Context: an optimization exercise on an open-source flow, tuned for small area, a short achievable clock period and few clock cycles. The choices shown serve that exercise and are no tape-out recipe.
The RTL was checked by simulation tests, not by an equivalence proof against the original design.
No driver is modelled on the clock port, so clocking that relies on it looks cheaper here than on a real chip.
Power is estimated from default activity; no workload was simulated.

## flow/standard.sh

```bash
#!/bin/bash
# synth_recipe.tcl (not shown) runs the flow's synth.tcl, then flattens the netlist and writes it again
# the make line also repeats each setting of config.mk as NAME=value (left out here)
make -C /OpenROAD-flow-scripts/flow DESIGN_CONFIG=/design/flow/config.mk WORK_HOME=/design/flow/orfs CLKGATE_MAP_FILE= SYNTH_SCRIPT=/design/flow/synth_recipe.tcl "${@:-finish}"
```

## flow/flow/remap.tcl

```tcl
# Yosys: re-map the combinational logic of the (full-adder polarity) netlist
# 1_2_yosys.fa.v for area with ABC's area mapper. Flip-flops and full adders
# stay as they are (same instances and names); every other cell is
# expanded to its function and mapped again. Writes 1_2_yosys.remap.v.
set lib $::env(FLOW_HOME)/platforms/sky130hd/lib/sky130_fd_sc_hd__tt_025C_1v80.lib
set dont_use {}
set f [open $lib r]
set txt [read $f]
close $f
foreach {m c} [regexp -all -inline {cell\s*\(\s*"?(sky130_fd_sc_hd__\w+)"?\s*\)} $txt] {
  if {[string match *lpflow* $c] || [string match *probe* $c] ||
      [string match sky130_fd_sc_hd__clk* $c] || [string match sky130_fd_sc_hd__dly* $c]} {
    lappend dont_use -dont_use $c
  }
}
yosys read_liberty -ignore_miss_func $lib
yosys read_verilog 1_2_yosys.fa.v
yosys hierarchy -top top
yosys setattr -mod -set keep_hierarchy 1 sky130_fd_sc_hd__fa_1 sky130_fd_sc_hd__df*
yosys flatten
yosys rename -hide w:*.*
yosys opt_clean -purge
yosys abc -liberty $lib {*}$dont_use -script "+strash;dc2;dch,-f;amap;topo"
yosys opt_clean -purge
yosys hilomap -hicell sky130_fd_sc_hd__conb_1 HI -locell sky130_fd_sc_hd__conb_1 LO
yosys splitnets
yosys opt_clean -purge
yosys stat -liberty $lib
yosys select top
yosys write_verilog -noattr -noexpr -nohex -nodec -selected 1_2_yosys.remap.v
```

## flow/flow/run.sh

```bash
#!/bin/bash
# The standard layout (the standard.sh) with these changes:
#  1. after the standard synthesis, flow/fa_polarity.py flips full-adder
#     cells (all inputs and outputs complemented, same function) to remove
#     inverters, and flow/remap.tcl re-maps the remaining combinational
#     logic for area with ABC's area mapper (flip-flops and full adders kept).
#     A netlist is used only if Yosys proves it equivalent to the standard
#     netlist (flow/equiv.ys); otherwise the previous one is kept;
#  2. plain buf_1 cells as the port buffers;
#  3. a one-level clock tree built by flow/clock_tree.tcl before CTS
#     (3 clkbuf_16, each driving a third of the flip-flops) instead of
#     TritonCTS's H-tree.
# Each tool's output goes to its own log file in this folder.
set -u
export FLOW_CLK_CELL=sky130_fd_sc_hd__clkbuf_16
RES=orfs/results/sky130hd/top/base
bash standard.sh synth > synth.log 2>&1 || exit 1
cp $RES/1_2_yosys.v 1_2_yosys.std.v
use=1_2_yosys.std.v
proven() {  # proven NETLIST LOG
  cp "$1" gate.v
  yosys -l "$2" -q flow/equiv.ys > /dev/null 2>&1 && grep -q "Equivalence successfully proven" "$2"
}
if python3 flow/fa_polarity.py --free-logic 1_2_yosys.std.v 1_2_yosys.fa.v > fa_polarity.log 2>&1 &&
   proven 1_2_yosys.fa.v equiv_fa.log; then
  use=1_2_yosys.fa.v
  if yosys -l remap.log -q -c flow/remap.tcl > /dev/null 2>&1 &&
     proven 1_2_yosys.remap.v equiv_remap.log; then
    use=1_2_yosys.remap.v
  fi
fi
echo "netlist used: $use" > netlist_used.log
if [ "$use" != 1_2_yosys.std.v ]; then
  cp $use $RES/1_2_yosys.v
  rm -f $RES/1_synth.odb $RES/1_synth.sdc
fi
bash standard.sh BUFFER_PORTS_ARGS="-buffer_cell sky130_fd_sc_hd__buf_1" \
  PRE_CTS_TCL="$PWD/flow/clock_tree.tcl" finish > standard.log 2>&1
```

## flow/flow/clock_tree.tcl

```tcl
# PRE_CTS hook: a one-level clock tree. The clock port drives three clock
# buffers; each drives one third of the flip-flops (cut by x position),
# placed at the centre of its third. TritonCTS then finds the clock net
# already buffered and leaves it alone.
proc my_clock_tree {cell nbuf} {
  set block [ord::get_db_block]
  set net [$block findNet clk]
  set pts {}
  foreach it [$net getITerms] {
    set b [[$it getInst] getBBox]
    lappend pts [list $it [expr {([$b xMin]+[$b xMax])/2.0}] [expr {([$b yMin]+[$b yMax])/2.0}]]
  }
  set pts [lsort -real -index 1 $pts]
  set n [llength $pts]
  set dbu [$block getDbUnitsPerMicron]
  for {set k 0} {$k < $nbuf} {incr k} {
    set g [lrange $pts [expr {$k * $n / $nbuf}] [expr {($k + 1) * $n / $nbuf - 1}]]
    set pins {}
    set sx 0; set sy 0
    foreach p $g {
      set it [lindex $p 0]
      lappend pins [get_pins "[[$it getInst] getName]/[[$it getMTerm] getName]"]
      set sx [expr {$sx + [lindex $p 1]}]; set sy [expr {$sy + [lindex $p 2]}]
    }
    set m [llength $g]
    insert_buffer -buffer_cell $cell -net clk -load_pins $pins \
      -location [list [expr {$sx / $m / $dbu}] [expr {$sy / $m / $dbu}]]
    puts "clock buffer $k: $m flip-flops"
  }
}
my_clock_tree $::env(FLOW_CLK_CELL) 3
```

## flow/flow/fa_polarity.py

```python
#!/usr/bin/env python3
"""Remove inverters around full-adder cells in a flat gate-level netlist.

A full adder is self-dual: FA(~a,~b,~c) = (~sum, ~cout). Each fa cell may so
be "flipped" (all its inputs and outputs complemented) without changing the
circuit's function. This script chooses flips that minimise the number of
inverters needed and rewrites the netlist. Only inv_1/clkinv_1 cells whose
nets are internal are rebuilt; every other cell keeps its function.

With --free-logic, plain logic cells count as taking and giving either
polarity (the netlist is re-mapped afterwards), so only the polarities at
full adders, flip-flops, half adders and ports are costed.

usage: fa_polarity.py [--free-logic] IN.v OUT.v
"""
import re, sys, random

OUTPINS = {"X", "Y", "Q", "Q_N", "SUM", "COUT", "HI", "LO"}
INV = {"sky130_fd_sc_hd__inv_1", "sky130_fd_sc_hd__clkinv_1"}
FA = {"sky130_fd_sc_hd__fa_1", "sky130_fd_sc_hd__fa_2", "sky130_fd_sc_hd__fa_4"}

FREE = "--free-logic" in sys.argv
args = [a for a in sys.argv[1:] if not a.startswith("--")]
sys.argv = [sys.argv[0]] + args
src = open(sys.argv[1]).read()
inst_re = re.compile(r"^(\s*)(sky130_fd_sc_hd__\w+)\s+(\S+)\s*\((.*?)\);\n", re.S | re.M)
pin_re = re.compile(r"\.(\w+)\(\s*(.*?)\s*\)\s*(?:,|$)", re.S)

insts = []
for m in inst_re.finditer(src):
    pins = [(p, n.strip()) for p, n in pin_re.findall(m.group(4))]
    insts.append({"span": m.span(), "ind": m.group(1), "type": m.group(2),
                  "name": m.group(3), "pins": pins})

hdr = re.search(r"module\s+\w+\s*\((.*?)\);", src, re.S).group(1)
special = set()
for d in re.findall(r"^\s*(?:input|output|inout)\b([^;]*);", src, re.M):
    d = re.sub(r"\[[^\]]*\]", " ", d)
    for t in d.replace(",", " ").split():
        special.add(t)
assign_txt = " ".join(re.findall(r"^\s*assign\s+(.*?);", src, re.M | re.S))

def base(n):
    return re.sub(r"\s*\[\d+\]$", "", n.lstrip("\\").strip())

def is_special(n):
    b = base(n)
    return b in special or (n.strip() in assign_txt) or b in assign_txt

driver = {}
for i, c in enumerate(insts):
    for p, n in c["pins"]:
        if p in OUTPINS:
            driver[n] = (i, p)

# inverters we may rebuild
rebuild = set()
for i, c in enumerate(insts):
    if c["type"] in INV:
        d = dict(c["pins"])
        if not is_special(d["Y"]) and not is_special(d["A"]):
            rebuild.add(i)

def root(n):
    pol = 0
    seen = 0
    while n in driver and driver[n][0] in rebuild and seen < 100:
        i = driver[n][0]
        n = dict(insts[i]["pins"])["A"]
        pol ^= 1
        seen += 1
    return n, pol

fas = [i for i, c in enumerate(insts) if c["type"] in FA]
fa_index = {i: k for k, i in enumerate(fas)}

# consumers: (root, needed polarity, fa index or None)
cons = {}   # root -> list of (pol, fa or None)
free_cons = {}
for i, c in enumerate(insts):
    if i in rebuild:
        continue
    for p, n in c["pins"]:
        if p in OUTPINS:
            continue
        r, pol = root(n)
        t = c["type"]
        if FREE and i not in fa_index and not t.startswith("sky130_fd_sc_hd__df") and not t.startswith("sky130_fd_sc_hd__ha"):
            free_cons[(r, pol)] = True
            continue
        cons.setdefault(r, []).append((pol, fa_index.get(i)))
# nets referenced by ports / assigns with rebuilt-inverter drivers
for n in list(driver):
    if is_special(n) and driver[n][0] in rebuild:
        r, pol = root(n)
        cons.setdefault(r, []).append((pol, None))

# source of each root: fa output?
src_fa = {}
for i in fas:
    for p, n in insts[i]["pins"]:
        if p in ("SUM", "COUT"):
            src_fa[n] = fa_index[i]

def is_free_src(r):
    return FREE and r in driver and driver[r][0] not in rebuild and insts[driver[r][0]]["type"] not in FA \
        and not insts[driver[r][0]]["type"].startswith("sky130_fd_sc_hd__df") \
        and not insts[driver[r][0]]["type"].startswith("sky130_fd_sc_hd__ha") \
        and not insts[driver[r][0]]["type"].startswith("sky130_fd_sc_hd__conb")

def cost(flip):
    return local_cost(flip, cons.keys())

# roots touched by each fa
touch = {k: set() for k in range(len(fas))}
for r, lst in cons.items():
    for pol, f in lst:
        if f is not None:
            touch[f].add(r)
for r, f in src_fa.items():
    touch[f].add(r)

def local_cost(flip, roots):
    tot = 0
    for r in roots:
        lst = cons.get(r, [])
        sp = flip[src_fa[r]] if r in src_fa else 0
        if FREE:
            lst = [(pol, f) for pol, f in lst if f is not None or not free_cons.get((r, pol), False)]
            if is_free_src(r):
                need = set(pol ^ (flip[f] if f is not None else 0) for pol, f in lst)
                if len(need) > 1:
                    tot += 1
                continue
        if any((pol ^ (flip[f] if f is not None else 0)) != sp for pol, f in lst):
            tot += 1
    return tot

best = [0] * len(fas)
bestc = cost(best)
start_cost = bestc
rng = random.Random(1)
for restart in range(30):
    flip = best[:] if restart == 0 else [rng.randint(0, 1) for _ in fas]
    improved = True
    while improved:
        improved = False
        for k in range(len(fas)):
            before = local_cost(flip, touch[k])
            flip[k] ^= 1
            after = local_cost(flip, touch[k])
            if after < before:
                improved = True
            else:
                flip[k] ^= 1
    c = cost(flip)
    if c < bestc:
        best, bestc = flip, c
print(f"fa cells {len(fas)}, rebuildable inverters {len(rebuild)}, "
      f"inverters needed: before {start_cost}, after {bestc}", file=sys.stderr)

# rebuild netlist
flip = best
newwires = []
newinsts = []
cnt = [0]
def fmt(n):
    return n + " " if n.startswith("\\") else n

def fresh(prefix):
    cnt[0] += 1
    return f"{prefix}{cnt[0]}_"

pol_net = {}  # (root, pol) -> net name
for r in cons:
    sp = flip[src_fa[r]] if r in src_fa else 0
    pol_net[(r, sp)] = r if sp == 0 else None  # filled below for flipped fa
for r, f in src_fa.items():
    if flip[f]:
        n = fresh("fapn_")
        newwires.append(n)
        pol_net[(r, 1)] = n
        pol_net[(r, 0)] = None

def net_for(r, pol):
    k = (r, pol)
    if (r, 0) not in pol_net and (r, 1) not in pol_net:
        pol_net[(r, 0)] = r      # a root net carries its own (true) value
    if pol_net.get(k):
        return pol_net[k]
    other = pol_net.get((r, pol ^ 1))
    if other is None:
        other = r
        pol_net[(r, pol ^ 1)] = r
    if pol == 0 and r in src_fa and flip[src_fa[r]]:
        n = r   # keep the original name for the true polarity
    else:
        n = fresh("fapi_")
        newwires.append(n)
    newinsts.append(("sky130_fd_sc_hd__inv_1", fresh("fapinv_"), [("A", other), ("Y", n)]))
    pol_net[k] = n
    return n

out = []
last = 0
for i, c in enumerate(insts):
    s, e = c["span"]
    out.append(src[last:s])
    last = e
    if i in rebuild:
        d = dict(c["pins"])
        if is_special(d["Y"]):
            r, pol = root(d["Y"])
            out.append(f"{c['ind']}{c['type']} {c['name']} (\n    .A({fmt(net_for(r, pol ^ 1))}),\n    .Y({fmt(d['Y'])})\n  );\n")
            # note: keeps the port-facing inverter, input rebuilt
        continue
    f = fa_index.get(i)
    fl = flip[f] if f is not None else 0
    pins = []
    for p, n in c["pins"]:
        if p in OUTPINS:
            if fl and p in ("SUM", "COUT"):
                n = pol_net[(n, 1)]
            pins.append((p, n))
        else:
            r, pol = root(n)
            pins.append((p, net_for(r, pol ^ fl)))
    body = ",\n".join(f"    .{p}({fmt(n)})" for p, n in pins)
    out.append(f"{c['ind']}{c['type']} {c['name']} (\n{body}\n  );\n")
out.append(src[last:])
txt = "".join(out)
decl = "".join(f"  wire {w};\n" for w in newwires)
body = "".join(f"  {t} {nm} (\n" + ",\n".join(f"    .{p}({fmt(n)})" for p, n in pins) + "\n  );\n"
               for t, nm, pins in newinsts)
k = txt.rfind("endmodule")
txt = txt[:k] + decl + body + txt[k:]
open(sys.argv[2], "w").write(txt)
```

## flow/constraint.sdc

```tcl
create_clock -name core_clock -period 100.0 [get_ports {clk}]
set_input_delay 20.0000 -clock core_clock [delete_from_list [all_inputs] [get_ports {clk}]]
set_output_delay 20.0000 -clock core_clock [all_outputs]
set_load 0.01 [all_outputs]
```

## flow/design.v

```verilog
module radd #(parameter W = 8) (
    input  [W-1:0] a,
    input  [W-1:0] b,
    input          ci,
    output [W-1:0] s,
    output         co
);
wire [W:0] c;
assign c[0] = ci;
genvar i;
generate
    for (i = 0; i < W; i = i + 1) begin : bit_
        assign s[i]   = a[i] ^ b[i] ^ c[i];
        assign c[i+1] = (a[i] & b[i]) | (a[i] & c[i]) | (b[i] & c[i]);
    end
endgenerate
assign co = c[W];
endmodule
module sqrt(
    input  [8:0]  rd_in,     
    input  [1:0]  yb,        
    input  [8:0]  ndiv,      
    input         zero_q,    
    input  [12:0] nrs_in,    
    input  [11:0] f_in,      
    output [8:0]  rd_out,
    output [12:0] nrs_out,
    output        b          
);
wire [9:0] t1 = {rd_in, yb[1]};
wire [9:0] d1;
wire       q1;
radd #(10) s1(.a(t1), .b({1'b1, ndiv}), .ci(1'b1), .s(d1), .co(q1));
wire [8:0] r1 = q1 ? d1[8:0] : t1[8:0];
wire [9:0] t2 = {r1, yb[0]};
wire [9:0] d2;
wire       q2;
radd #(10) s2(.a(t2), .b({1'b1, ndiv}), .ci(1'b1), .s(d2), .co(q2));
assign rd_out = q2 ? d2[8:0] : t2[8:0];
wire [14:0] nts = {nrs_in, ~(q1 & ~zero_q), ~(q2 & ~zero_q)};
wire [14:0] nds;
wire        lt;
radd #(15) s3(.a(nts), .b({1'b0, f_in, 2'b01}), .ci(1'b0), .s(nds), .co(lt));
assign b = ~lt;
assign nrs_out = lt ? nts[12:0] : nds[12:0];
endmodule
module top(
    input clk,
    input rst,
    input [7:0] in_data,
    input in_valid,
    input storage_reset,
    output [11:0] out_data,
    output out_valid,
    output in_rdy,
    output [1:0] err_data,
    output err_valid
);
reg  [7:0]  xq;
reg         vq;
reg         W;          
reg  [24:0] S;
reg  [8:0]  Nb;        
reg  [3:0]  st;         
reg         ov, rdy;
reg  [8:0]  Rd;
reg  [12:0] Rsb;       
reg  [11:0] F;
always @(posedge clk)
    xq <= in_data;
wire [24:0] Sn;
sqacc U1(.s(W ? S : 25'd0), .x(vq ? xq : 8'd0), .sn(Sn));
wire [8:0]  Nbn = (W ? Nb : 9'h1ff) - {8'd0, vq};
wire idle  = (st == 4'd0);
wire rnd   = (st == 4'd13);
wire start = idle & vq & ~in_valid;
wire [3:0] st_next = idle ? {3'd0, start} : (rnd ? 4'd0 : st + 4'd1);
always @(posedge clk or posedge rst) begin
    if (rst) begin
        vq  <= 1'b0;
        W   <= 1'b0;
        st  <= 4'd0;
        ov  <= 1'b0;
        rdy <= 1'b0;
    end else begin
        vq  <= in_valid;
        W   <= ~storage_reset;
        st  <= st_next;
        ov  <= rnd;
        rdy <= ~in_valid & (idle ? ~vq : rnd);    
    end
end
reg [1:0] yb;
always @(*) begin
    case (st)
        4'd1: yb = S[15:14];
        4'd2: yb = S[13:12];
        4'd3: yb = S[11:10];
        4'd4: yb = S[9:8];
        4'd5: yb = S[7:6];
        4'd6: yb = S[5:4];
        4'd7: yb = S[3:2];
        4'd8: yb = S[1:0];
        default: yb = 2'b00;
    endcase
end
wire [8:0]  rd_out;
wire [12:0] nrs_out;
wire        b;
sqrt U0(
    .rd_in  (Rd),
    .yb     (yb),
    .ndiv   (Nb),
    .zero_q (rnd),
    .nrs_in (Rsb),
    .f_in   (F),
    .rd_out (rd_out),
    .nrs_out(nrs_out),
    .b      (b)
);
always @(posedge clk) begin
    S  <= Sn;
    Nb <= Nbn;
    Rd <= idle ? Sn[24:16] : rd_out;
    Rsb <= idle ? 13'h1fff : nrs_out;
    F  <= idle ? 12'd0 : (rnd ? F + {11'd0, b} : {F[10:0], b});
end
assign out_data  = F;
assign out_valid = ov;
assign in_rdy    = rdy;
assign err_data  = 2'b00;
assign err_valid = 1'b0;
endmodule
module sqacc(input [24:0] s, input [7:0] x, output [24:0] sn);
wire p1 = x[0] & x[1];
wire p2 = x[0] & x[2];
wire p3 = x[0] & x[3];
wire p4 = x[0] & x[4];
wire p5 = x[0] & x[5];
wire p6 = x[0] & x[6];
wire p7 = x[0] & x[7];
wire p8 = x[1] & x[2];
wire p9 = x[1] & x[3];
wire p10 = x[1] & x[4];
wire p11 = x[1] & x[5];
wire p12 = x[1] & x[6];
wire p13 = x[1] & x[7];
wire p14 = x[2] & x[3];
wire p15 = x[2] & x[4];
wire p16 = x[2] & x[5];
wire p17 = x[2] & x[6];
wire p18 = x[2] & x[7];
wire p19 = x[3] & x[4];
wire p20 = x[3] & x[5];
wire p21 = x[3] & x[6];
wire p22 = x[3] & x[7];
wire p23 = x[4] & x[5];
wire p24 = x[4] & x[6];
wire p25 = x[4] & x[7];
wire p26 = x[5] & x[6];
wire p27 = x[5] & x[7];
wire p28 = x[6] & x[7];
wire s29 = s[0] ^ x[0];
wire c30 = s[0] & x[0];
wire s31 = s[1] ^ c30;
wire c32 = s[1] & c30;
wire s33 = s[2] ^ x[1] ^ p1;
wire c34 = (s[2] & x[1]) | (s[2] & p1) | (x[1] & p1);
wire s35 = c32 ^ s33;
wire c36 = c32 & s33;
wire s37 = s[3] ^ p2 ^ c34;
wire c38 = (s[3] & p2) | (s[3] & c34) | (p2 & c34);
wire s39 = c36 ^ s37;
wire c40 = c36 & s37;
wire s41 = s[4] ^ x[2] ^ p3;
wire c42 = (s[4] & x[2]) | (s[4] & p3) | (x[2] & p3);
wire s43 = p8 ^ s41 ^ c38;
wire c44 = (p8 & s41) | (p8 & c38) | (s41 & c38);
wire s45 = c40 ^ s43;
wire c46 = c40 & s43;
wire s47 = s[5] ^ p4 ^ p9;
wire c48 = (s[5] & p4) | (s[5] & p9) | (p4 & p9);
wire s49 = c42 ^ s47 ^ c44;
wire c50 = (c42 & s47) | (c42 & c44) | (s47 & c44);
wire s51 = c46 ^ s49;
wire c52 = c46 & s49;
wire s53 = s[6] ^ x[3] ^ p5;
wire c54 = (s[6] & x[3]) | (s[6] & p5) | (x[3] & p5);
wire s55 = p10 ^ p14 ^ c48;
wire c56 = (p10 & p14) | (p10 & c48) | (p14 & c48);
wire s57 = s53 ^ s55 ^ c50;
wire c58 = (s53 & s55) | (s53 & c50) | (s55 & c50);
wire s59 = c52 ^ s57;
wire c60 = c52 & s57;
wire s61 = s[7] ^ p6 ^ p11;
wire c62 = (s[7] & p6) | (s[7] & p11) | (p6 & p11);
wire s63 = p15 ^ c54 ^ s61;
wire c64 = (p15 & c54) | (p15 & s61) | (c54 & s61);
wire s65 = c56 ^ s63 ^ c58;
wire c66 = (c56 & s63) | (c56 & c58) | (s63 & c58);
wire s67 = c60 ^ s65;
wire c68 = c60 & s65;
wire s69 = s[8] ^ x[4] ^ p7;
wire c70 = (s[8] & x[4]) | (s[8] & p7) | (x[4] & p7);
wire s71 = p12 ^ p16 ^ p19;
wire c72 = (p12 & p16) | (p12 & p19) | (p16 & p19);
wire s73 = c62 ^ s69 ^ s71;
wire c74 = (c62 & s69) | (c62 & s71) | (s69 & s71);
wire s75 = c64 ^ s73 ^ c66;
wire c76 = (c64 & s73) | (c64 & c66) | (s73 & c66);
wire s77 = c68 ^ s75;
wire c78 = c68 & s75;
wire s79 = s[9] ^ p13 ^ p17;
wire c80 = (s[9] & p13) | (s[9] & p17) | (p13 & p17);
wire s81 = p20 ^ c70 ^ c72;
wire c82 = (p20 & c70) | (p20 & c72) | (c70 & c72);
wire s83 = s79 ^ c74 ^ s81;
wire c84 = (s79 & c74) | (s79 & s81) | (c74 & s81);
wire s85 = s83 ^ c76 ^ c78;
wire c86 = (s83 & c76) | (s83 & c78) | (c76 & c78);
wire s87 = s[10] ^ x[5] ^ p18;
wire c88 = (s[10] & x[5]) | (s[10] & p18) | (x[5] & p18);
wire s89 = p21 ^ p23 ^ c80;
wire c90 = (p21 & p23) | (p21 & c80) | (p23 & c80);
wire s91 = s87 ^ c82 ^ s89;
wire c92 = (s87 & c82) | (s87 & s89) | (c82 & s89);
wire s93 = c84 ^ s91 ^ c86;
wire c94 = (c84 & s91) | (c84 & c86) | (s91 & c86);
wire s95 = s[11] ^ p22 ^ p24;
wire c96 = (s[11] & p22) | (s[11] & p24) | (p22 & p24);
wire s97 = c88 ^ s95 ^ c90;
wire c98 = (c88 & s95) | (c88 & c90) | (s95 & c90);
wire s99 = c92 ^ s97 ^ c94;
wire c100 = (c92 & s97) | (c92 & c94) | (s97 & c94);
wire s101 = s[12] ^ x[6] ^ p25;
wire c102 = (s[12] & x[6]) | (s[12] & p25) | (x[6] & p25);
wire s103 = p26 ^ c96 ^ s101;
wire c104 = (p26 & c96) | (p26 & s101) | (c96 & s101);
wire s105 = s103 ^ c98 ^ c100;
wire c106 = (s103 & c98) | (s103 & c100) | (c98 & c100);
wire s107 = s[13] ^ p27 ^ c102;
wire c108 = (s[13] & p27) | (s[13] & c102) | (p27 & c102);
wire s109 = c104 ^ s107 ^ c106;
wire c110 = (c104 & s107) | (c104 & c106) | (s107 & c106);
wire s111 = s[14] ^ x[7] ^ p28;
wire c112 = (s[14] & x[7]) | (s[14] & p28) | (x[7] & p28);
wire s113 = s111 ^ c108 ^ c110;
wire c114 = (s111 & c108) | (s111 & c110) | (c108 & c110);
wire s115 = s[15] ^ c112 ^ c114;
wire c116 = (s[15] & c112) | (s[15] & c114) | (c112 & c114);
wire s117 = s[16] ^ c116;
wire c118 = s[16] & c116;
wire s119 = s[17] ^ c118;
wire c120 = s[17] & c118;
wire s121 = s[18] ^ c120;
wire c122 = s[18] & c120;
wire s123 = s[19] ^ c122;
wire c124 = s[19] & c122;
wire s125 = s[20] ^ c124;
wire c126 = s[20] & c124;
wire s127 = s[21] ^ c126;
wire c128 = s[21] & c126;
wire s129 = s[22] ^ c128;
wire c130 = s[22] & c128;
wire s131 = s[23] ^ c130;
wire c132 = s[23] & c130;
wire s133 = s[24] ^ c132;
wire c134 = s[24] & c132;
assign sn[0] = s29;
assign sn[1] = s31;
assign sn[2] = s35;
assign sn[3] = s39;
assign sn[4] = s45;
assign sn[5] = s51;
assign sn[6] = s59;
assign sn[7] = s67;
assign sn[8] = s77;
assign sn[9] = s85;
assign sn[10] = s93;
assign sn[11] = s99;
assign sn[12] = s105;
assign sn[13] = s109;
assign sn[14] = s113;
assign sn[15] = s115;
assign sn[16] = s117;
assign sn[17] = s119;
assign sn[18] = s121;
assign sn[19] = s123;
assign sn[20] = s125;
assign sn[21] = s127;
assign sn[22] = s129;
assign sn[23] = s131;
assign sn[24] = s133;
endmodule
```

## flow/flow/equiv.ys

```
# Prove the netlist in gate.v equivalent to the standard netlist 1_2_yosys.std.v
# (registers paired by name).
read_liberty -ignore_miss_func /OpenROAD-flow-scripts/flow/platforms/sky130hd/lib/sky130_fd_sc_hd__tt_025C_1v80.lib
read_verilog 1_2_yosys.std.v
rename top gold
read_verilog gate.v
rename top gate
hierarchy -check
check -assert gate
flatten
async2sync
setundef -undriven -anyseq
rename -hide w:*.*
opt_clean -purge
equiv_make gold gate eq
hierarchy -top eq
equiv_simple -seq 2
equiv_induct
equiv_status -assert
```

## flow/config.mk

```make
export PLATFORM = sky130hd
export DESIGN_NAME = top
export DESIGN_NICKNAME = top
export VERILOG_FILES = /design/flow/design.v
export SDC_FILE = /design/flow/constraint.sdc
export NUM_CORES = 4
export LEC_CHECK = 0
export CAP_MARGIN = 20
export CORE_MARGIN = 2
export CORE_UTILIZATION = 55
export SLEW_MARGIN = 20
```

==> results of run 1 <==
## worst reg2reg max path, delay by kind of cell (launching register included)
| kind | cells | cell delay [ns] |
|---|---|---|
| simple gates | 15 | 2.85 |
| flops | 1 | 0.44 |
| fa+ha+maj | 27 | 10.47 |
| buf+inv | 3 | 0.46 |
| compound gates | 8 | 1.51 |
## registers in the layout, summed over array words and instances, names as in the netlist
signal / count
ov: 1
Rd: 9
Rsb: 13
vq: 1
xq: 8
S: 25
F: 12
Nb: 9
st: 4
rdy: 1
W: 1
## power groups by stage
stage | sequential (mW) | clock [mW] | combinational (mW)
floorplan | 0.0545 | 0 | 0.0586
global placement | 0.0549 | 0 | 0.0767
detailed placement | 0.0553 | 0 | 0.0769
CTS | 0.0554 | 0.0105 | 0.0782
global route | 0.0562 | 0.0159 | 0.0899
finish | 0.0545 | 0.0141 | 0.0776
## path summary, 6_finish.rpt
path | end | cells past startpoint
max | out_data[7] | 1
max reg2reg | F[11] | 53
min in group asynchronous | W | 2
max in group asynchronous | st[0] | 2
min | S[24] | 1
min reg2reg | S[24] | 1
## metal layers
layer	share of wire	up-vias	wire (um)
li1	-	1687	-
met1	0.50	1618	4520
met2	0.46	56	4140
met3	0.036	4	324
met4	0.0049	0	44
met5	0	-	0
## layout make-up, clock buffers not listed
| cell class | instances | area, um^2 |
|---|---|---|
| timing repair buffer | 29 | 124 |
| fill | 754 | 3240 |
| multi-input combinational | 361 | 2680 |
| sequential | 84 | 1720 |
| tap | 105 | 131 |
| inverter | 54 | 203 |
## layout by cell type, fill, tap and decap left out, types with 2 or more instances in the layout
master and n:
a211oi_1 3, a21oi_1 22, a221oi_1 2, a311oi_1 2, a31oi_1 3, and2_0 4, and3_1 5, buf_1 25
buf_4 4, clkbuf_16 3, conb_1 3, dfrtp_1 8, dfxtp_1 76, fa_1 60, inv_1 54, nand2_1 38
nand3_1 2, nor2_1 124, nor2b_1 9, nor3_1 16, o211ai_1 2, o21a_1 15, o21ai_0 14, o22a_1 7
o22ai_1 16, or2_0 3
## stage by stage
| stage | total power, mW | worst slack (ns) | cells |
|---|---|---|---|
| finish | 0.146 | 79.20 | 636 |
| CTS | 0.144 | 79.40 | 636 |
| global placement | 0.132 | 79.41 | 633 |
| floorplan | 0.113 | 79.56 | 499 |
| detailed placement | 0.132 | 79.40 | 633 |
| global route | 0.162 | 79.13 | 636 |
==> metrics list, run 1 <==
- The cell count after synthesis came out at 499.
- RSZ-0062 raised after global routing: false
- In this run the remaining antenna-violating nets after routing total 0.
- Yosys warns: 1
* Clock transition at the register clock pins on the worst setup and hold paths after CTS: 0.11 ns
* Kind of cell adding the most delay to the critical path: flip-flops
- Summed over all nets, the half-perimeter wirelength after detailed placement is around 7000 um.
- The detailed router placed around 3400 vias in this run.
- The later pin in the worst-skew pair is clocked with a latency of 0.17 ns.
* Post-CTS setup-driven buffer insertion count: 0
- The tool flagged a number of max-cap violations equal to 0.
- Of the cells placed in the final design, the portion with a size suffix greater than 1 is 0.0132.
- Normalized max-slew margin: 0.454
* Required arrival time at the worst endpoint: roughly 80 ns
- Together, buffers and inverters on the worst path number 1.
* Leakage power total: 2.13 nW
* Crit-path cells: buf_1
* Nature of the critical path endpoint: output port
* Setup TNS: 0 ns
- In the global route stage, overall resource usage came out at 0.208.
- Wires add up to about 9000 um.
- In the final routed layout, each cell accounts on average for about 14 um.
- The final number of max-transition violations is 0.
* Cell area after synthesis: about 4600 um^2
- Wire length of the first global-routing pass: 15300 um
- Highest Clock Rate: 48.1 MHz
- IR drop worst, VDD: 14.9 uV
- The number of antenna violations at the first check in global routing is 0.
- The count of final hold-check violations is 0.
- At the pin with the least slew margin, the transition time is just over 0.8 ns.
- In this run the power spent charging and discharging nets is 0.0605 mW.
- During I/O placement, the number of pins put on the boundary was 29.
- Worst-case hold slack: 0.488 ns
- In this run the most critical hold path is launched from S[24].
- Of all nets on the critical path, the largest fanout is 7.
- In this run the most used layer during global routing was met2.
- The run finished with no timing, DRC or antenna violations.
* Finished Core Util: 0.603
- With fillers left out, the area of the finished cells amounts to a little under 5000 um^2.
- Initial cell density of the core: 0.563
- After detailed routing, the number of remaining DRC violations is 0.
- Total cell area at the placement stage: between 4000 and 5000 um^2
- For this design the ratio of total power to cell area is slightly below 30 nW/um^2.
* Cell with the biggest individual delay on the critical path: dfxtp_1
- Clock share of power: 0.097
* Largest stage delay, worst path: about 0.45 ns
* Global-route met1 utilization: 0.319
- Number of port buffers: 25
- The clock period could shrink to between 20 and 25 ns.
* Sequential share of power: 0.373
- Number of hold buffers added after cts: 0
- The net count of the finished layout is 605.
- Internal power of the cells: 0.0858 mW
- The path class of the tightest hold or removal check is register to register.
- Sort of element at the start of the critical path: register
* Combinational cell fraction of total power: 0.531
* Period utilization: 0.208
- For this block, the initial DRC count from the detailed router was 182.
* Net count of the mapped netlist: approximately 570
* Post-synthesis area per instance: between 9 and 10 um^2
- Post-CTS repair changed the size of 0 cells.
* Clock skew: ~0.0059 ns
- Placeable core area: about 8000 um^2
- Synth-to-Final Area Change: 7.18%
* Length of the first detailed-routing pass in iterations: 4
- Launching point of the worst reg2reg path: st[1]
* Height of the chip: 95.5 um
- Area of the die: between 9000 and 10000 um^2
* Vias in the first global route: approximately 3300
- The setup check on the worst reg-to-reg path leaves a slack of ~84 ns.
* Width of the die: between 90 and 100 um
* Row Count: 33
- Crit. Startpoint: F[7]
- Number of setup violations in the final report: 0
* Antenna diodes: 0
- Entering global routing, the biggest net connects 31 pins.
* Net switching fraction of the power: 0.413
- The worst setup path is of the register to output port kind.
* GR Util met3: 0.00870
* GR Util met2: 0.352
- Global placer's final weighted congestion: 0.785
* WP data arrival: around 0.8 ns
* Detail-routed via count per cell: around 5.3
* Global route overflow: 0
Testbench counts, summed over its fixed seeds: cycles 9,702.
==> run 2, diff against run 1 <==
==> flow/config.mk (replaced) <==
export PLATFORM = sky130hd
export DESIGN_NAME = top
export DESIGN_NICKNAME = top
export VERILOG_FILES = /design/flow/design.v
export SDC_FILE = /design/flow/constraint.sdc
export NUM_CORES = 4
export LEC_CHECK = 0
export CAP_MARGIN = 0
export CORE_MARGIN = 2
export CORE_UTILIZATION = 40
export SLEW_MARGIN = 0
==> metrics list, run 2 <==
- The run finished with no timing, DRC or antenna violations.
* Largest stage delay, worst path: 0.46 ns (about the same)
* Number of placed instances, taps included: 671 (+6.0%)
- Average wire per standard cell: 13.4 um (-5.6%)
* Nature of the critical path endpoint: output port
* Remaining number of nets flagged by the antenna check after routing: 0 (unchanged)
* Post-route insts no fill: 674 (+6.0%)
- Wire length of the first global-routing pass: 15700 um (+2.8%)
- The maximum ir drop on the vdd rail came to 18.8 uV (+26%).
- Worst-skew pair later-pin latency: 0.17 ns (about the same)
* Ratio of total power to cell area: 29.3 nW/um^2 (-1.2%)
* Number of flip-flops under the largest register name: 25 (unchanged)
- The arrival time of data at the critical path endpoint was 0.80 ns (about the same).
- Power consumption: 0.146 mW (-0.25%)
- The number of buffers added for setup after CTS is 0 (unchanged).
* Hold path start: S[24]
- The total iterations of the first detailed-routing run was 4 (unchanged).
- Launching point of the worst reg2reg path: st[1]
- Actual slew at the worst max-slew pin: 0.783 ns (-0.0322 ns)
- Sort of element at the start of the critical path: register
- The number of vias per cell is 5.01 (-5.4%).
* Placed wire-length estimate: 7060 um (+1.5%)
- Category of the most critical setup path: register to output port
- The number of design rule violations left after detail routing came to 0 (unchanged).
* Number of port buffers: 25 (unchanged)
- Leakage power total: 2.13 nW (unchanged)
- The number of antenna violations at the first check in global routing came to 0 (unchanged).
- Setup TNS: 0 ns (unchanged)
- Post-synthesis area per instance: 9.22 um^2 (unchanged)
- Depth of the most critical reg-to-reg path: 53 (unchanged)
- The time the final worst path needs with I/O delays and setup was 20.80 ns (+0.00570 ns).
- The min-delay analysis places its worst path in the category register to register.
* Number of hold buffers added after cts: 0 (unchanged)
- Cell area after synthesis: 4600 um^2 (unchanged)
- The total of warnings raised by yosys is 1 (unchanged).
- Tracing the worst setup path back leads to its startpoint at F[7].
* Net total in the final layout: 605 (unchanged)
* Width of the die: 111 um (+17%)
- In the layout the commonest cells are nor2_1, dfxtp_1, fa_1, inv_1, nand2_1.
* RSZ-0062 raised after global routing: false
- The post-synth net total is 571 (unchanged).
* Kind of cell adding the most delay to the critical path: flip-flops
* Required arrival time at the worst endpoint: 80.00 ns (about the same)
- S holds more flip-flops than any other register.
* I/O pins: 29 (unchanged)
- Leaving out fill and tap cells, the most frequent cell in the layout is nor2_1.
- The largest registers in the layout are S (25), Rsb (13), F (12).
- The total number of placement rows is 39 (+18%).
* Max Fanout on Critical Path: 7 (unchanged)
- The effective utilization at floorplan is 0.407 (-0.156).
- Crit path buffers/inverters: 1 (unchanged)
- Vias in the first global route: 3395 (+3.8%)
- The number of max-cap violations was 0 (unchanged).
* Highest Clock Rate: 48.1 MHz (about the same)
- Global placer's final weighted congestion: 0.790 (+0.62%)
* Clock transition at the register clock pins on the worst setup and hold paths after CTS: 0.11 ns (about the same)
* Total of fill cells in the finished design: 1097 (+45%)
- Antenna diodes: 0 (unchanged)
- The number of DRC markers in iteration 0 was 173 (-4.9%).
- Post-detailed-routing wire length: 9030 um (about the same)
- Walking the worst path, the cells encountered are buf_1.
* Hold-critical path depth: 1 (unchanged)
- The post-cts gate resize count was 0 (unchanged).
* Count of mapped cells out of synthesis: 499 (unchanged)
- The share of the core filled with cells is 0.440 (-0.163).
- Period utilization: 0.208 (about the same)
- The count of final hold-check violations was 0 (unchanged).
- Share of layout cells above drive strength 1: 0.0132 (unchanged)
- Final number of max-transition violations: 0 (unchanged)
* Number of setup violations in the final report: 0 (unchanged)
- The floorplan die height came to 111 um (+17%).
- Overall Global Routing Usage: 0.149 (-0.0597)
- The placeable core region was 11300 um^2 (+38%).
- Among all stages on the critical path, the largest delay is contributed by dfxtp_1.
* Normalized max-slew margin: 0.476 (+0.0215)
* Clock skew: 0.00808 ns (+0.00222 ns)
* Pin count of the biggest net entering global routing: 31 (unchanged)
* Area of the die: 12400 um^2 (+36%)
- Count of vias placed by the detailed router: 3374 (+0.27%)
- The critical path depth in cells was 1 (unchanged).
* Synth-to-Final Area Change: 8.21%
* Global route overflow: 0 (unchanged)
## run 2: path summary, 6_finish.rpt
kind | to | slack [ns]
worst max-delay path | out_data[7] | 79.20
worst min-delay path | S[24] | 0.48
worst max register to register | F[11] | 84.01
worst min register to register | S[24] | 0.48
max in group asynchronous | rdy | 80.01
min in group asynchronous | W | 19.74
## run 2: area by class of cell, clock buffers not listed
type	instances	area, um^2	share of cell area
repair buffers	29	124	0.0249
well taps	143	179	0.0359
flip-flops and latches	84	1720	0.346
inverters	54	203	0.0407
multi-input cells	361	2680	0.538
## run 2: routing by layer
| layer | track usage | part of all wire |
|---|---|---|
| met5 | 0 | 0 |
| met4 | 0.0173 | 0.010 |
| met3 | 0.0104 | 0.038 |
| met2 | 0.265 | 0.48 |
| met1 | 0.206 | 0.47 |
## run 2: through the flow
stage	instance area, um^2	hold WS [ns]	setup slack [ns]
floorplan	4600	0.444	79.56
global placement	4910	0.463	79.41
detailed placement	4910	0.462	79.39
CTS	4980	0.465	79.39
global route	4980	0.525	79.12
finish	4980	0.479	79.20
## run 2: power by group
group	switching (mW)	internal (mW)
Sequential	0.00844	0.0458
Clock	0.00874	0.00558
Combinational	0.0432	0.0341
Total	0.0604	0.0855
==> run 3, diff against run 2 <==
--- a/flow/config.mk
+++ b/flow/config.mk
@@ -5,7 +5,7 @@
 export SDC_FILE = /design/flow/constraint.sdc
 export NUM_CORES = 4
 export LEC_CHECK = 0
-export CAP_MARGIN = 0
+export CAP_MARGIN = 20
 export CORE_MARGIN = 2
 export CORE_UTILIZATION = 40
-export SLEW_MARGIN = 0
+export SLEW_MARGIN = 20
==> metrics list, run 3 <==
* Number of flip-flops under the largest register name: 25 (unchanged)
- The maximum ir drop on the vdd rail is 18.8 uV (unchanged).
* Setup slack of the worst register-to-register path: 84.01 ns (about the same)
- GR Util met3: 0.0104 (unchanged)
- The number of antenna violations at the first check in global routing is 0 (unchanged).
- Internal power of the cells: 0.0855 mW (unchanged)
- The via count of the first global-routing pass came to 3395 (unchanged).
* Remaining number of nets flagged by the antenna check after routing: 0 (unchanged)
- The largest registers in the layout are S (25), Rsb (13), F (12).
* Number of port buffers: 25 (unchanged)
- The time the final worst path needs with I/O delays and setup came to 20.80 ns (unchanged).
- The number of fill cells in the layout came to 1097 (unchanged).
- The die boundary width is 111 um (unchanged).
- met2 is the most crowded layer.
- Pin count of the biggest net entering global routing: 31 (unchanged)
* I/O pins: 29 (unchanged)
- Crit-path cells: buf_1
* Synth-to-Final Area Change: 8.21% (unchanged)
- The post-placement cell area is 4910 um^2 (unchanged).
- The total power density per cell area is 29.3 nW/um^2 (unchanged).
- Placed wire-length estimate: 7060 um (unchanged)
* Leakage power total: 2.13 nW (unchanged)
* Count of mapped cells out of synthesis: 499 (unchanged)
* Final number of hold-violating endpoints: 0 (unchanged)
* Net switching fraction of the power: 0.414 (unchanged)
- Hold-critical path depth: 1 (unchanged)
* Combinational cell fraction of total power: 0.530 (about the same)
* Period utilization: 0.208 (unchanged)
* Total non-filler cell area in the finished layout: 4980 um^2 (unchanged)
- The worst hold path begins at S[24].
- Number of setup violations in the final report: 0 (unchanged)
* Net count of the mapped netlist: 571 (unchanged)
- Ranked by flip-flop count, first place goes to S.
- Post-CTS Resized: 0 (unchanged)
- The number of buffers inserted by hold repair at cts is 0 (unchanged).
* Kind of path behind the tightest hold check: register to register
- The detailed-route wire length per cell is 13.4 um (unchanged).
* Row Count: 39 (unchanged)
- Clock transition at the register clock pins on the worst setup and hold paths after CTS: 0.11 ns (about the same)
- Clock skew: 0.00808 ns (unchanged)
- The total length of routed wires came to 9030 um (unchanged).
- Clock share of power: 0.098 (about the same)
- The post-layout net count is 605 (unchanged).
- The maximum clock frequency came to 48.1 MHz (unchanged).
* Worst-skew pair later-pin latency: 0.17 ns (about the same)
- The critical path buffer and inverter count was 1 (unchanged).
* Antenna diodes: 0 (unchanged)
- The maximum net fanout on the critical path was 7 (unchanged).
* Cell with the biggest individual delay on the critical path: dfxtp_1
* Reg-to-reg endpoint: F[11]
- GR Util met2: 0.265 (unchanged)
- Largest stage delay, worst path: 0.46 ns (about the same)
- Initial cell density of the core: 0.407 (unchanged)
- The total track usage came to 0.149 (unchanged).
- Sequential share of power: 0.372 (about the same)
* Maxcap violations: 0 (unchanged)
- In this run the critical register-to-register path is launched from st[1].
* Normalized max-slew margin: 0.476 (unchanged)
- The slew at the pin with the worst max-slew slack came to 0.783 ns (unchanged).
- WP data arrival: 0.80 ns (about the same)
- RSZ-0062 raised after global routing: false
- Drt first-iter violations: 173 (unchanged)
- The global-route wire length before repair came to 15700 um (unchanged).
* Status: timing/DRC/antenna clean
- Global-route met1 utilization: 0.206 (unchanged)
* P_sw: 0.0604 mW (unchanged)
* Yosys warns: 1 (unchanged)
- The total via count in the routed design is 3374 (unchanged).
- Share of layout cells above drive strength 1: 0.0132 (unchanged)
- The leftover overflow at the end of global routing is 0 (unchanged).
- Post-synthesis area per instance: 9.22 um^2 (unchanged)
- Category of the most critical setup path: register to output port
- Cell area after synthesis: 4600 um^2 (unchanged)
- The number of design rule violations left after detail routing was 0 (unchanged).
- The final RePlAce weighted congestion was 0.790 (unchanged).
- The number of vias per cell is 5.01 (unchanged).
* Worst-case hold path end point: S[24]
- The final number of max-transition violations is 0 (unchanged).
* Power consumption: 0.146 mW (unchanged)
- Placeable core area: 11300 um^2 (unchanged)
- Sort of element at the start of the critical path: register
- The area enclosed by the die boundary came to 12400 um^2 (unchanged).
* Required arrival time at the worst endpoint: 80.00 ns (about the same)
- The depth of the worst register-to-register path came to 53 (unchanged).
- The number of buffers added for setup after CTS was 0 (unchanged).
- The total iterations of the first detailed-routing run was 4 (unchanged).
- Broken down by cell family, the worst path's largest delay share belongs to flip-flops.
- Height of the chip: 111 um (unchanged)
* Setup TNS: 0 ns (unchanged)
- Commonest non-fill, non-tap cell in the layout: nor2_1
* Commonest cells after routing, fill and taps aside: nor2_1, dfxtp_1, fa_1, inv_1, nand2_1
- STA classifies the critical path endpoint as an output port.
==> run 3: power groups by stage <==
stage	Clock, mW	Sequential (mW)	Combinational (mW)
after floorplan	0	0.0545	0.0586
after global placement	0	0.0546	0.0770
after detailed placement	0	0.0551	0.0779
after CTS	0.0105	0.0552	0.0782
after global routing	0.0160	0.0559	0.0890
final	0.0143	0.0542	0.0774
==> run 3: through the flow <==
stage                     worst slack (ns)  instances   util  hold slack (ns)
after detailed placement             79.39        671  0.433            0.462
after CTS                            79.39        674  0.440            0.465
after global placement               79.41        671  0.433            0.463
after floorplan                      79.56        499      -            0.444
final                                79.20        674  0.440            0.479
after global routing                 79.12        674  0.440            0.525
==> run 3: how the worst max path moves through the flow <==
stage               slack [ns]  startpoint  cells past startpoint           to
CTS                      79.39        F[7]                      1  out_data[7]
global placement         79.41        F[7]                      1  out_data[7]
global route             79.12        F[7]                      1  out_data[7]
finish                   79.20        F[7]                      1  out_data[7]
detailed placement       79.39        F[7]                      1  out_data[7]
floorplan                79.56        F[7]                      0  out_data[7]
==> run 3: final cells by class, clock buffers not listed <==
class	instances	area, um^2	area share
multi-input cells	361	2680	0.538
repair buffers	29	124	0.0249
flip-flops and latches	84	1720	0.346
inverters	54	203	0.0407
well taps	143	179	0.0359
==> run 3: routing by layer <==
| metal | vias to the layer above | wire (um) |
|---|---|---|
| met5 | - | 0 |
| met4 | 0 | 93 |
| met3 | 11 | 346 |
| met2 | 65 | 4340 |
| met1 | 1607 | 4260 |
| li1 | 1691 | - |
==> run 4, diff against run 3 <==
--- a/flow/flow/remap.tcl
+++ b/flow/flow/remap.tcl
@@ -20,7 +20,7 @@
 yosys flatten
 yosys rename -hide w:*.*
 yosys opt_clean -purge
-yosys abc -liberty $lib {*}$dont_use -script "+strash;dc2;dch,-f;amap;topo"
+yosys abc -liberty $lib {*}$dont_use -script "+strash;dch,-f;amap,-m;topo"
 yosys opt_clean -purge
 yosys hilomap -hicell sky130_fd_sc_hd__conb_1 HI -locell sky130_fd_sc_hd__conb_1 LO
 yosys splitnets
==> metrics list, run 4 <==
* Count of vias placed by the detailed router: 3359 (-0.44%)
- Commonest cells after routing, fill and taps aside: nor2_1, dfxtp_1, fa_1, inv_1, nand2_1
* Power consumption: 0.147 mW (+0.48%)
- Final number of max-transition violations: 0 (unchanged)
* P_sw: 0.0612 mW (+1.2%)
- The number of design rule violations left after detail routing is 0 (unchanged).
- The worst-skew pair later-pin latency was 0.17 ns (about the same).
* Global route overflow: 0 (unchanged)
- Placed wire-length estimate: 7160 um (+1.4%)
- WP data arrival: 0.80 ns (about the same)
- Status: timing/DRC/antenna clean
- The clock transition at the registers of the reported paths was 0.11 ns (about the same).
* Sort of element at the start of the critical path: register
- The setup path with the least slack is of type register to output port.
* Clock skew: 0.00857 ns (+0.000493 ns)
* Wire length of the first global-routing pass: 16300 um (+3.6%)
* Net switching fraction of the power: 0.417 (+0.00310)
* Nature of the critical path endpoint: output port
- The post-placement cell area came to 4900 um^2 (-0.10%).
- Ratio of total power to cell area: 29.5 nW/um^2 (+0.58%)
- The setup TNS came to 0 ns (unchanged).
* Combinational cell fraction of total power: 0.525 (-0.005)
- Commonest non-fill, non-tap cell in the layout: nor2_1
- The number of instances on the worst hold path came to 1 (unchanged).
- The die boundary width was 111 um (-0.10%).
- Sequential share of power: 0.376 (+0.004)
- The antenna cell count came to 0 (unchanged).
* Number of setup violations in the final report: 0 (unchanged)
- The post-route cell area is 4980 um^2 (-0.10%).
- Number of port buffers: 25 (unchanged)
- Compared with the post-synthesis result, the final layout area differs by 8.34%.
- Cell area after synthesis: 4590 um^2 (-0.22%)
- The number of nets with antenna violations after detailed routing was 0 (unchanged).
- The placeable core region came to 11300 um^2 (unchanged).
- The slew at the pin with the worst max-slew slack is 0.835 ns (+0.0518 ns).
* Largest stage delay, worst path: 0.45 ns (about the same)
* Pin count of the biggest net entering global routing: 29 (-6.5%)
- Number of hold buffers added after cts: 0 (unchanged)
- Detail-routed via count per cell: 4.96 (-0.89%)
- Highest Clock Rate: 48.1 MHz (about the same)
* Share of layout cells above drive strength 1: 0.0150 (+0.00180)
- The average size of a mapped cell is 9.15 um^2 (-0.81%).
- Yosys warns: 1 (unchanged)
- Kind of cell adding the most delay to the critical path: flip-flops
* Kind of path behind the tightest hold check: register to register
- Cell with the biggest individual delay on the critical path: dfxtp_1
* Clock share of power: 0.099 (about the same)
- The number of DRC markers in iteration 0 was 223 (+29%).
- The area enclosed by the die boundary is 12400 um^2 (-0.21%).
* Net total in the final layout: 608 (+0.50%)
* Internal power of the cells: 0.0855 mW (about the same)
* Final period demand of the worst path: 20.80 ns (-0.00560 ns)
- The total number of placement rows was 39 (unchanged).
- The final critical-path share of the clock period was 0.208 (about the same).
- The total track usage was 0.153 (+0.00454).
- Count of mapped cells out of synthesis: 502 (+0.60%)
* Worst-case hold slack: 0.483 ns (+0.00409 ns)
- The detailed-route wire length per cell came to 13.7 um (+2.0%).
* Biggest regs: S (25), Rsb (13), F (12)
* Net count of the mapped netlist: 574 (+0.53%)
* Crit-path cells: buf_1
* IR drop worst, VDD: 22.4 uV (+19%)
* Required arrival time at the worst endpoint: 80.00 ns (about the same)
- Post-detailed-routing wire length: 9260 um (+2.5%)
- The post-cts gate resize count was 0 (unchanged).
- RSZ-0062 raised after global routing: false
* Global placer's final weighted congestion: 0.794 (+0.48%)
* I/O pins: 29 (unchanged)
* Normalized max-slew margin: 0.443 (-0.0326)
* Largest Register: S
- Number of flip-flops under the largest register name: 25 (unchanged)
- Number of antenna violations at the first check in global routing: 0 (unchanged)
- Max Fanout on Critical Path: 6 (-1)
* Post-CTS setup-driven buffer insertion count: 0 (unchanged)
- The depth of the worst register-to-register path is 54 (+1.9%).
- Maxcap violations: 0 (unchanged)
- The via count of the first global-routing pass came to 3496 (+3.0%).
- The effective utilization at floorplan is 0.406 (-0.000884).
- Leakage power total: 2.21 nW (+4.0%)
- The total iterations of the first detailed-routing run was 4 (unchanged).
* Final number of hold-violating endpoints: 0 (unchanged)
- The floorplan die height was 111 um (-0.10%).
- Crit path buffers/inverters: 1 (unchanged)
* Total stage count of the critical path: 1 (unchanged)
run 4: area by class of cell, clock buffers not listed:
type / count / area, um^2
repair buffers: 29 / 124
multi-input cells: 359 / 2660
fillers: 1121 / 6340
well taps: 143 / 179
flip-flops and latches: 84 / 1720
inverters: 59 / 221
run 4: worst paths after layout:
kind,slack [ns],to,startpoint
max reg2reg,83.74,F[11],st[0]
min reg2reg,0.48,S[23],S[23]
max,79.20,out_data[3],F[3]
min in group asynchronous,19.74,st[1],rst
max in group asynchronous,80.02,st[0],rst
min,0.48,S[23],S[23]
run 4: metal layers:
metal / vias up / share of wire / GRT usage
li1: 1692 / - / -
met1: 1611 / 0.49 / 0.218
met2: 46 / 0.47 / 0.263
met3: 10 / 0.023 / 0.0115
met4: 0 / 0.012 / 0.0247
met5: - / 0 / 0
run 4: power by group through the flow:
stage | clock network [mW] | logic, mW | registers [mW]
2_1_floorplan | 0 | 0.0582 | 0.0550
3_3_place_gp | 0 | 0.0760 | 0.0556
3_5_place_dp | 0 | 0.0772 | 0.0560
4_1_cts | 0.0105 | 0.0780 | 0.0562
5_1_grt | 0.0160 | 0.0892 | 0.0569
6_report | 0.0145 | 0.0770 | 0.0552
run 4: stage by stage:
stage	setup slack, ns	utilization	instances
floorplan	79.57	-	502
global placement	79.41	0.433	674
detailed placement	79.40	0.433	674
CTS	79.40	0.440	677
global route	79.14	0.440	677
finish	79.20	0.440	677
run 4: worst register-to-register path: cells and delay by family (launching register included):
family | cells | cell delay (ns)
flops | 1 | 0.49
compound gates | 8 | 1.39
fa+ha+maj | 27 | 10.62
buf+inv | 3 | 0.59
simple gates | 16 | 3.11
==> run 5, diff against run 4 <==
--- a/flow/flow/remap.tcl
+++ b/flow/flow/remap.tcl
@@ -20,7 +20,7 @@
 yosys flatten
 yosys rename -hide w:*.*
 yosys opt_clean -purge
-yosys abc -liberty $lib {*}$dont_use -script "+strash;dch,-f;amap,-m;topo"
+yosys abc -liberty $lib {*}$dont_use -script "+strash;ifraig;dch,-f;amap;topo"
 yosys opt_clean -purge
 yosys hilomap -hicell sky130_fd_sc_hd__conb_1 HI -locell sky130_fd_sc_hd__conb_1 LO
 yosys splitnets
==> metrics list, run 5 <==
- The count of final hold-check violations was 0 (unchanged).
- Tracing the worst setup path back leads to its startpoint at F[6].
- Height of the chip: 111 um (unchanged)
* Hold path start: S[20]
* Initial cell density of the core: 0.406 (unchanged)
* Global placer's final weighted congestion: 0.829 (+4.5%)
* Placeable core area: 11300 um^2 (unchanged)
- The detailed placer's ending HPWL was 6950 um (-3.0%).
- The post-placement cell area was 4900 um^2 (-0.10%).
- The maximum clock frequency came to 48.1 MHz (about the same).
- Number of setup violations in the final report: 0 (unchanged)
* Antenna diodes: 0 (unchanged)
- Required arrival time at the worst endpoint: 80.00 ns (about the same)
- Pin count of the biggest net entering global routing: 29 (unchanged)
- Sort of element at the start of the critical path: register
- Post-detailed-routing wire length: 9000 um (-2.8%)
- The total of warnings raised by yosys is 1 (unchanged).
- Category of the most critical setup path: register to output port
- Wire length of the first global-routing pass: 16100 um (-0.93%)
- Kind of cell adding the most delay to the critical path: flip-flops
* Kind of path behind the tightest hold check: register to register
- Clock skew: 0.00677 ns (-0.00181 ns)
- Setup TNS: 0 ns (unchanged)
- The path with the worst hold slack has its endpoint at S[20].
- Drt first-iter violations: 236 (+5.8%)
* Overall Global Routing Usage: 0.151 (-0.00257)
- Combinational cell fraction of total power: 0.523 (-0.002)
- Remaining number of nets flagged by the antenna check after routing: 0 (unchanged)
* Row Count: 39 (unchanged)
- The final number of max-transition violations came to 0 (unchanged).
* Number of antenna violations at the first check in global routing: 0 (unchanged)
* I/O pins: 29 (unchanged)
- WP data arrival: 0.81 ns (about the same)
- Post-synthesis area per instance: 9.32 um^2 (+1.8%)
- The internal cell power came to 0.0851 mW (-0.47%).
- Ratio of total power to cell area: 29.1 nW/um^2 (-1.2%)
- The worst reg-to-reg setup slack is 83.59 ns (-0.15 ns).
* Count of vias placed by the detailed router: 3377 (+0.54%)
- The depth of the worst register-to-register path is 55 (+1.9%).
- Net total in the final layout: 599 (-1.5%)
- Commonest cells after routing, fill and taps aside: nor2_1, dfxtp_1, fa_1, inv_1, nand2_1
- Number of flip-flops under the largest register name: 25 (unchanged)
- The number of max-cap violations came to 0 (unchanged).
- The number of design rule violations left after detail routing was 0 (unchanged).
* Average wire per standard cell: 13.5 um (-1.5%)
- Max Fanout on Critical Path: 6 (unchanged)
- Post-CTS setup-driven buffer insertion count: 0 (unchanged)
- The number of vias per cell was 5.06 (+1.9%).
- The leftover overflow at the end of global routing came to 0 (unchanged).
- Largest Register: S
- The number of buffers inserted by hold repair at cts came to 0 (unchanged).
- Post-CTS Resized: 0 (unchanged)
- The critical path buffer and inverter count is 1 (unchanged).
- Status: timing/DRC/antenna clean
- The sequential cell fraction of total power is 0.377 (about the same).
* Normalized max-slew margin: 0.414 (-0.0289)
- Synth-to-Final Area Change: 8.23%
* Share of layout cells above drive strength 1: 0.0133 (-0.00165)
- The die boundary width came to 111 um (unchanged).
- The maximum cell stage delay along the critical path was 0.46 ns (about the same).
- Biggest regs: S (25), Rsb (13), F (12)
- Count of mapped cells out of synthesis: 493 (-1.8%)
- The via count of the first global-routing pass was 3497 (+0.029%).
* Number of port buffers: 25 (unchanged)
- The time the final worst path needs with I/O delays and setup came to 20.81 ns (+0.0127 ns).
- Leaving out fill and tap cells, the most frequent cell in the layout is nor2_1.
- Period utilization: 0.208 (about the same)
- Cell with the biggest individual delay on the critical path: dfxtp_1
- Worst-skew pair later-pin latency: 0.17 ns (about the same)
- P_sw: 0.0597 mW (-2.4%)
* Clock transition at the register clock pins on the worst setup and hold paths after CTS: 0.11 ns (about the same)
- The total iterations of the first detailed-routing run was 5 (+1).
- STA classifies the critical path endpoint as an output port.
- Net count of the mapped netlist: 565 (-1.6%)
- The worst register-to-register path begins at st[0].
* Clock share of power: 0.100 (about the same)
- The switching power as a share of total power is 0.412 (-0.00477).
* Cell area after synthesis: 4590 um^2 (unchanged)
* Actual slew at the worst max-slew pin: 0.877 ns (+0.0425 ns)
- The post-route cell area is 4970 um^2 (-0.10%).
* Leakage power total: 2.17 nW (-2.0%)
- Hold-critical path depth: 2 (+1)
- Crit-path cells: buf_1
* Area of the die: 12400 um^2 (unchanged)
* RSZ-0062 raised after global routing: false
- IR drop worst, VDD: 24.1 uV (+7.4%)
- Reg-to-reg endpoint: F[10]
run 5: per-stage QoR:
step | hold WS [ns] | cells | setup WS [ns] | power [mW] | util
after floorplan | 0.445 | 493 | 79.57 | 0.113 | -
after CTS | 0.488 | 668 | 79.39 | 0.143 | 0.439
after detailed placement | 0.489 | 665 | 79.40 | 0.132 | 0.432
final | 0.501 | 668 | 79.19 | 0.145 | 0.439
after global placement | 0.460 | 665 | 79.41 | 0.131 | 0.432
after global routing | 0.536 | 668 | 79.15 | 0.161 | 0.439
run 5: worst max-delay path by stage:
stage                  end  slack [ns]  depth (start not counted)
6_report       out_data[6]       79.19                          1
5_1_grt        out_data[3]       79.15                          1
4_1_cts        out_data[6]       79.39                          1
3_5_place_dp   out_data[6]       79.40                          1
3_3_place_gp   out_data[3]       79.41                          1
2_1_floorplan  out_data[6]       79.57                          0
run 5: power by group through the flow:
| stage | registers (mW) | logic, mW | clock network (mW) |
|---|---|---|---|
| 2_1_floorplan | 0.0547 | 0.0582 | 0 |
| 6_report | 0.0546 | 0.0757 | 0.0145 |
| 3_3_place_gp | 0.0551 | 0.0758 | 0 |
| 3_5_place_dp | 0.0554 | 0.0766 | 0 |
| 5_1_grt | 0.0563 | 0.0887 | 0.0164 |
| 4_1_cts | 0.0556 | 0.0769 | 0.0105 |
run 5: layout make-up, clock buffers not listed:
type	instances	area [um^2]
fillers	1117	6350
multi-input cells	356	2670
flip-flops and latches	84	1720
inverters	53	199
well taps	143	179
repair buffers	29	124
run 5: metal layers:
metal	vias up	part of all wire	global-route usage
met5	-	0	0
met4	0	0.0092	0.0156
met1	1628	0.48	0.210
li1	1683	-	-
met2	61	0.48	0.266
met3	5	0.029	0.0120
==> run 6, diff against run 5 <==
--- a/flow/design.v
+++ b/flow/design.v
@@ -56,18 +56,16 @@
     output [1:0] err_data,
     output err_valid
 );
-reg  [7:0]  xq;
+reg  [7:0]  xq;         
 reg         vq;
 reg         W;          
 reg  [24:0] S;
 reg  [8:0]  Nb;        
 reg  [3:0]  st;         
 reg         ov, rdy;
-reg  [8:0]  Rd;
+reg         Rd8;        
 reg  [12:0] Rsb;       
 reg  [11:0] F;
-always @(posedge clk)
-    xq <= in_data;
 wire [24:0] Sn;
 sqacc U1(.s(W ? S : 25'd0), .x(vq ? xq : 8'd0), .sn(Sn));
 wire [8:0]  Nbn = (W ? Nb : 9'h1ff) - {8'd0, vq};
@@ -108,7 +106,7 @@
 wire [12:0] nrs_out;
 wire        b;
 sqrt U0(
-    .rd_in  (Rd),
+    .rd_in  ({Rd8, xq}),
     .yb     (yb),
     .ndiv   (Nb),
     .zero_q (rnd),
@@ -121,7 +119,8 @@
 always @(posedge clk) begin
     S  <= Sn;
     Nb <= Nbn;
-    Rd <= idle ? Sn[24:16] : rd_out;
+    Rd8 <= idle ? Sn[24] : rd_out[8];
+    xq  <= in_valid ? in_data : (idle ? Sn[23:16] : rd_out[7:0]);
     Rsb <= idle ? 13'h1fff : nrs_out;
     F  <= idle ? 12'd0 : (rnd ? F + {11'd0, b} : {F[10:0], b});
 end
--- a/flow/flow/remap.tcl
+++ b/flow/flow/remap.tcl
@@ -20,7 +20,7 @@
 yosys flatten
 yosys rename -hide w:*.*
 yosys opt_clean -purge
-yosys abc -liberty $lib {*}$dont_use -script "+strash;ifraig;dch,-f;amap;topo"
+yosys abc -liberty $lib {*}$dont_use -script "+strash;dc2;dch,-f;amap;topo"
 yosys opt_clean -purge
 yosys hilomap -hicell sky130_fd_sc_hd__conb_1 HI -locell sky130_fd_sc_hd__conb_1 LO
 yosys splitnets
==> metrics list, run 6 <==
- Total of fill cells in the finished design: 1054 (-5.6%)
* Antenna diodes: 0 (unchanged)
- Leaving out fill and tap cells, the most frequent cell in the layout is nor2_1.
- The global-route wire length before repair is 16600 um (+2.7%).
* IR drop worst, VDD: 18.0 uV (-25%)
* Setup slack of the worst register-to-register path: 84.20 ns (+0.61 ns)
* Pin count of the biggest net entering global routing: 27 (-6.9%)
* Crit path buffers/inverters: 2 (+1)
- The critical path data required time is 100.07 ns (+20.07 ns).
- Kind of path behind the tightest hold check: register to register
- The net switching component of the power is 0.0707 mW (+19%).
- Combinational cell fraction of total power: 0.588 (+0.065)
* Biggest regs: S (25), Rsb (13), F (12)
- The static leakage power is 2.09 nW (-3.7%).
* Clock share of power: 0.086 (-0.014)
* Final period demand of the worst path: 20.87 ns (+0.0555 ns)
- Post-CTS Resized: 0 (unchanged)
* Cell area after synthesis: 4460 um^2 (-2.9%)
* Crit-path cells: buf_1, inv_1, o22a_1
- The depth of the worst register-to-register path was 55 (unchanged).
* Height of the chip: 110 um (-1.4%)
* Number of placed instances, taps included: 659 (-0.90%)
* Length of the first detailed-routing pass in iterations: 5 (unchanged)
- Overall Global Routing Usage: 0.173 (+0.0224)
- The placeable core region is 10800 um^2 (-4.2%).
- The worst clock skew on the final layout was 0.0139 ns (+0.00717 ns).
- Maxcap violations: 0 (unchanged)
- Yosys warns: 1 (unchanged)
- The area enclosed by the die boundary is 12000 um^2 (-2.8%).
* Category of the most critical setup path: input port to register
- The slew at the pin with the worst max-slew slack was 0.724 ns (-0.154 ns).
- Hold path start: st[0]
- Net switching fraction of the power: 0.443 (+0.0310)
* Max Fanout on Critical Path: 14 (+8)
- Drt first-iter violations: 233 (-1.3%)
- The worst-skew pair later-pin latency came to 0.17 ns (about the same).
* Global route overflow: 0 (unchanged)
- The count of input and output buffers was 25 (unchanged).
- Post-detailed-routing wire length: 9730 um (+8.0%)
- Number of flip-flops under the largest register name: 25 (unchanged)
* Post-route insts no fill: 663 (-0.75%)
- Final number of max-transition violations: 0 (unchanged)
- The total power density per cell area is 32.9 nW/um^2 (+13%).
- Synth-to-Final Area Change: 8.67%
- In this run the critical register-to-register path is launched from st[1].
- Setup repair after global routing left no endpoint under its margin.
- The maximum cell stage delay along the critical path was 0.44 ns (-0.02 ns).
- The sequential standard cell area is 1560 um^2 (-9.3%).
- The register with the most flip-flops in the final layout is S.
- The footprint of the multi-input gates is 2690 um^2 (+0.52%).
- The post-layout net count came to 597 (-0.33%).
* Count of vias placed by the detailed router: 3458 (+2.4%)
- Sequential share of power: 0.326 (-0.051)
- The count of pins on the block boundary was 29 (unchanged).
- Final number of hold-violating endpoints: 0 (unchanged)
* Internal power of the cells: 0.0888 mW (+4.4%)
* Reg-to-reg endpoint: F[10]
- STA classifies the critical path startpoint as an input port.
- Net count of the mapped netlist: 562 (-0.53%)
- The maximum clock frequency is 47.9 MHz (-0.27%).
* Share of layout cells above drive strength 1: 0.0172 (+0.00388)
- The number of instances on the worst hold path came to 1 (-1).
* Setup TNS: 0 ns (unchanged)
* Number of antenna violations at the first check in global routing: 0 (unchanged)
* Vias in the first global route: 3360 (-3.9%)
- Commonest cells after routing, fill and taps aside: nor2_1, dfxtp_1, fa_1, inv_1, nand2_1
- The number of buffers inserted by hold repair at cts was 0 (unchanged).
- The die boundary width is 110 um (-1.4%).
- Nature of the critical path endpoint: register
- The average size of a mapped cell was 9.10 um^2 (-2.3%).
* DRC violations left: 0 (unchanged)
- Row Count: 38 (-2.6%)
* Detail-routed via count per cell: 5.22 (+3.2%)
* WP data arrival: 20.94 ns (+20.13 ns)
- Worst-case hold path end point: st[0]
- Placed wire-length estimate: 7610 um (+9.5%)
* Count of mapped cells out of synthesis: 490 (-0.61%)
* Global placer's final weighted congestion: 0.842 (+1.6%)
- The number of setup violations in the final report came to 0 (unchanged).
- Remaining number of nets flagged by the antenna check after routing: 0 (unchanged)
* Period utilization: 0.209 (+0.000555)
- Kind of cell adding the most delay to the critical path: buffers and inverters
* Status: timing/DRC/antenna clean
- The effective utilization at floorplan is 0.411 (+0.00575).
- The relative max-transition margin is 0.517 (+0.103).
- Post-CTS setup-driven buffer insertion count: 0 (unchanged)
- Clock transition at the register clock pins on the worst setup and hold paths after CTS: 0.11 ns (about the same)
- On the critical path, the stage with the largest delay is an instance of buf_1.
* Average wire per standard cell: 14.7 um (+8.9%)
[run 6: metal layers]
metal	wire [um]	up-vias	part of all wire	track usage
li1	-	1681	-	-
met1	4450	1686	0.46	0.248
met2	4740	82	0.49	0.302
met3	401	9	0.041	0.00830
met4	133	0	0.014	0.0190
met5	0	-	0	0
[run 6: worst max path at each step]
stage / from / to / slack (ns) / cells past startpoint
2_1_floorplan: in_valid / xq[0] / 79.52 / 3
3_3_place_gp: in_valid / xq[0] / 79.01 / 3
3_5_place_dp: in_valid / xq[0] / 78.97 / 3
4_1_cts: in_valid / xq[0] / 78.97 / 3
5_1_grt: in_valid / xq[0] / 79.06 / 3
6_report: in_valid / xq[0] / 79.13 / 3
[run 6: power groups by stage]
stage,clock [mW],combinational (mW),sequential [mW]
after floorplan,0,0.0716,0.0519
after global placement,0,0.0916,0.0527
after detailed placement,0,0.0934,0.0529
after CTS,0.0100,0.0946,0.0530
after global routing,0.0153,0.109,0.0538
final,0.0137,0.0938,0.0520
[run 6: area by class of cell, clock buffers not listed]
cell class / count / share of cell area
Multi-Input combinational cell: 356 / 0.554
Tap cell: 140 / 0.0361
Timing Repair Buffer: 30 / 0.0271
Sequential cell: 76 / 0.322
Inverter: 58 / 0.0449
[run 6: metrics by stage]
stage / hold slack, ns / setup slack, ns / total power, mW / util / area (um^2)
6_report: 0.488 / 79.13 / 0.160 / 0.447 / 4850
5_1_grt: 0.518 / 79.06 / 0.178 / 0.447 / 4850
4_1_cts: 0.478 / 78.97 / 0.158 / 0.446 / 4840
3_5_place_dp: 0.479 / 78.97 / 0.146 / 0.440 / 4760
3_3_place_gp: 0.477 / 79.01 / 0.144 / 0.440 / 4760
2_1_floorplan: 0.444 / 79.52 / 0.123 / - / 4460
[run 6: worst register-to-register path, delay by kind of cell (launching register included)]
kind / cells / cell delay [ns]
AOI/OAI and AO/OA: 10 / 1.78
adders and majority gates: 26 / 10.34
buffers and inverters: 4 / 0.78
DFF: 1 / 0.41
and+or+nand+nor: 15 / 2.35
Testbench counts of run 6, summed over its fixed seeds: cycles 9,702.

Setup slack of run 6, layout unchanged: 79.134 ns with ideal ports, 79.143 ns with driving cells assumed (clock clkbuf_16, inputs buf_2), 78.948 ns with port delays also shifted by the 0.234 ns mid clock arrival.
